This design comes from an exercise in tuning for small area, a short achievable clock period and few clock cycles on the open sky130 flow, not from production work.
Only simulation tests tie the RTL to the original design; equivalence was not proved.

// US_CSC
module US_CSC (
   input  logic            Clock,
   input  logic            Resetn,
   output logic            SRAM_we_n,
   output logic   [17:0]   SRAM_address,
   input  logic   [15:0]   SRAM_read_data,
   output logic   [15:0]   SRAM_write_data,
   input  logic            US_CSC_enable,
   output logic            US_CSC_complete
);
export LEC_CHECK = 0
export CAP_MARGIN = 20
export CORE_MARGIN = 2
export CORE_UTILIZATION = 40
export SLEW_MARGIN = 20
create_clock -name core_clock -period 13.5 [get_ports {Clock}]
standard.sh (not shown) runs the stock make flow with config.mk's settings and CLKGATE_MAP_FILE= SYNTH_SCRIPT=/design/flow/synth_recipe.tcl, a recipe that flattens the netlist after the stock synthesis.
==> flow/flow/run.sh <==
#!/bin/bash
# The standard ORFS layout (standard.sh) with a larger repair_timing setup margin,
# a different core utilization and clock-tree buffers; make's output goes to
# standard_run.log, ORFS keeps each step's log under orfs/logs/.
bash standard.sh SETUP_SLACK_MARGIN=9 CORE_UTILIZATION=55 CTS_BUF_LIST=sky130_fd_sc_hd__clkbuf_16 CTS_CLUSTER_SIZE=24 CTS_CLUSTER_DIAMETER=60 finish > standard_run.log 2>&1
The starting point finished with timing, DRC and antenna clean.
Testbench counts at the start, summed over its fixed seeds: cycles 1,536,168.
==> next run, changes <==
==> flow/flow/run.sh (replaced) <==
#!/bin/bash
# The standard ORFS layout (standard.sh: standard synthesis, the design's clock
# period and constraints), with these changes to how the layout is made:
#  - every input and output port still gets a buffer, but a plain buf_2 instead of
#    the clkdlybuf4s50_1 delay cell that buffer_ports picks by default;
#  - repair_timing keeps 9 ns of setup slack as margin, so it also shortens paths
#    that already meet the 13.5 ns clock (upsizing, buffering, pin swaps);
#  - 60% core utilization;
#  - clock tree from clkbuf_16 cells with sink clusters of at most 24 sinks / 60 um.
# make's output goes to standard_run.log; ORFS keeps each step's log under orfs/logs/.
bash standard.sh SETUP_SLACK_MARGIN=9 CORE_UTILIZATION=60 \
  "BUFFER_PORTS_ARGS=-buffer_cell sky130_fd_sc_hd__buf_2" \
  CTS_BUF_LIST=sky130_fd_sc_hd__clkbuf_16 CTS_CLUSTER_SIZE=24 CTS_CLUSTER_DIAMETER=60 \
  finish > standard_run.log 2>&1
Effect: The changed run passed the timing, DRC and antenna checks. Utilization rises by 4.0 points. Sequential share of layout area rises by 0.74 points. Setup slack gains 0.19 ns.

US_CSC, a different RTL version from the one above (not shown whole).
For scale: about 55 I/O pins, roughly 21000 µm² of cells after synthesis.
==> flow/config.mk <==
export PLATFORM = sky130hd
export DESIGN_NAME = US_CSC
export DESIGN_NICKNAME = US_CSC
export VERILOG_FILES = /design/flow/design.v
export SDC_FILE = /design/flow/constraint.sdc
export NUM_CORES = 4
export LEC_CHECK = 0
export CAP_MARGIN = 20
export CORE_MARGIN = 2
export CORE_UTILIZATION = 40
export SLEW_MARGIN = 20
==> flow/constraint.sdc <==
create_clock -name core_clock -period 13.5 [get_ports {Clock}]
set_input_delay 2.7000 -clock core_clock [delete_from_list [all_inputs] [get_ports {Clock}]]
set_output_delay 2.7000 -clock core_clock [all_outputs]
set_load 0.01 [all_outputs]
==> flow/flow/run.sh <==
#!/bin/bash
# Standard ORFS layout at the design's clock period and constraints; repair_timing
# is asked to keep extra setup slack so it works on the longest paths.
bash standard.sh SETUP_SLACK_MARGIN=9 CORE_UTILIZATION=60 CTS_BUF_LIST=sky130_fd_sc_hd__clkbuf_8 finish > standard_run.log 2>&1
The baseline passed the timing, DRC and antenna checks.
Testbench counts at the start, summed over its fixed seeds: cycles 1,536,168.
Change:
==> flow/flow/run.sh (replaced) <==
#!/bin/bash
# Standard ORFS layout at the design's clock period and constraints; repair_timing
# is asked to keep extra setup slack so it works on the longest paths.
bash standard.sh SETUP_SLACK_MARGIN=8.8 CORE_UTILIZATION=60 CTS_BUF_LIST=sky130_fd_sc_hd__clkbuf_8 finish > standard_run.log 2>&1
Clock-buffer cell count falls by 6.
Flip-flop and latch count stays the same.
Via count hardly moves.
Synthesized area is unchanged.
Change:
==> flow/flow/run.sh (replaced) <==
#!/bin/bash
# Standard ORFS layout at the design's clock period and constraints; repair_timing
# is asked to keep extra setup slack so it works on the longest paths.
bash standard.sh SETUP_SLACK_MARGIN=9 CORE_UTILIZATION=60 CTS_BUF_LIST=sky130_fd_sc_hd__clkbuf_8 CTS_CLUSTER_SIZE=20 CTS_CLUSTER_DIAMETER=60 finish > standard_run.log 2>&1
After rerunning: Die area is unchanged; utilization shrinks by 0.11 points; final area barely changes; clock skew increases by 0.013 ns.
Change:
==> flow/flow/run.sh (replaced) <==
#!/bin/bash
# Standard ORFS layout at the design's clock period and constraints; repair_timing
# is asked to keep extra setup slack so it works on the longest paths.
bash standard.sh SETUP_SLACK_MARGIN=9 TNS_END_PERCENT=10 CORE_UTILIZATION=60 CTS_BUF_LIST=sky130_fd_sc_hd__clkbuf_8 finish > standard_run.log 2>&1
Die area is unchanged.
Register-to-register slack gets worse by 0.02 ns.
First-iteration DRC count is lower by 2.4%.
Routed wire length drops by 2.4%.
Change:
==> flow/flow/run.sh (replaced) <==
#!/bin/bash
# Standard ORFS layout at the design's clock period and constraints; repair_timing
# is asked to keep extra setup slack so it works on the longest paths.
bash standard.sh SETUP_SLACK_MARGIN=9 CORE_UTILIZATION=60 CTS_BUF_LIST=sky130_fd_sc_hd__clkbuf_4 finish > standard_run.log 2>&1
Via count rose by a few percent.
Routed wire length rose by a few percent.
Area after synthesis is unchanged.
Cell count rose by a few percent.
Register-to-register slack improves by 0.02 ns.
Design area rose slightly.
Non-clock buffer count rose by 17.
Worst setup slack improves by 0.022 ns.
Worst hold slack stays flat.
Clock skew rose by 0.040 ns.

[re-timing with driven ports]
The flow's constraints put no driver on any port. The routed layouts listed below were extracted and timed again, unchanged, in two steps. Step 1, drivers: a clkbuf_16 drives Clock and a buf_2 each remaining input, both assumed. Step 2 moves the port delays by t, midway between the first and last clock arrival at a register: inputs arrive t later, outputs are due t later. That takes back most of the time a late clock gives input paths. Slacks: ideal / step 1 / step 2; pairs: ideal / step 1.
| run | shift t [ns] | setup WS [ns] | slew at the worst register clock pin (ns) |
|---|---|---|---|
| the first run of note 1 | 0.606 | 8.791 / 8.734 / 8.971 | 0.09 / 0.09 |
| the second run of note 1 | 0.607 | 8.977 / 8.949 / 8.977 | 0.09 / 0.09 |
| the first run of note 2 | 0.633 | 8.834 / 8.834 / 8.834 | 0.07 / 0.07 |
| the second run of note 2 | 0.665 | 8.798 / 8.798 / 8.798 | 0.07 / 0.07 |
| the third run of note 2 | 0.674 | 8.795 / 8.795 / 8.795 | 0.12 / 0.12 |
| the fourth run of note 2 | 0.613 | 8.775 / 8.752 / 8.775 | 0.07 / 0.07 |
| the fifth run of note 2 | 0.795 | 8.797 / 8.797 / 8.797 | 0.08 / 0.08 |
After both steps setup and hold are still met in every run listed.
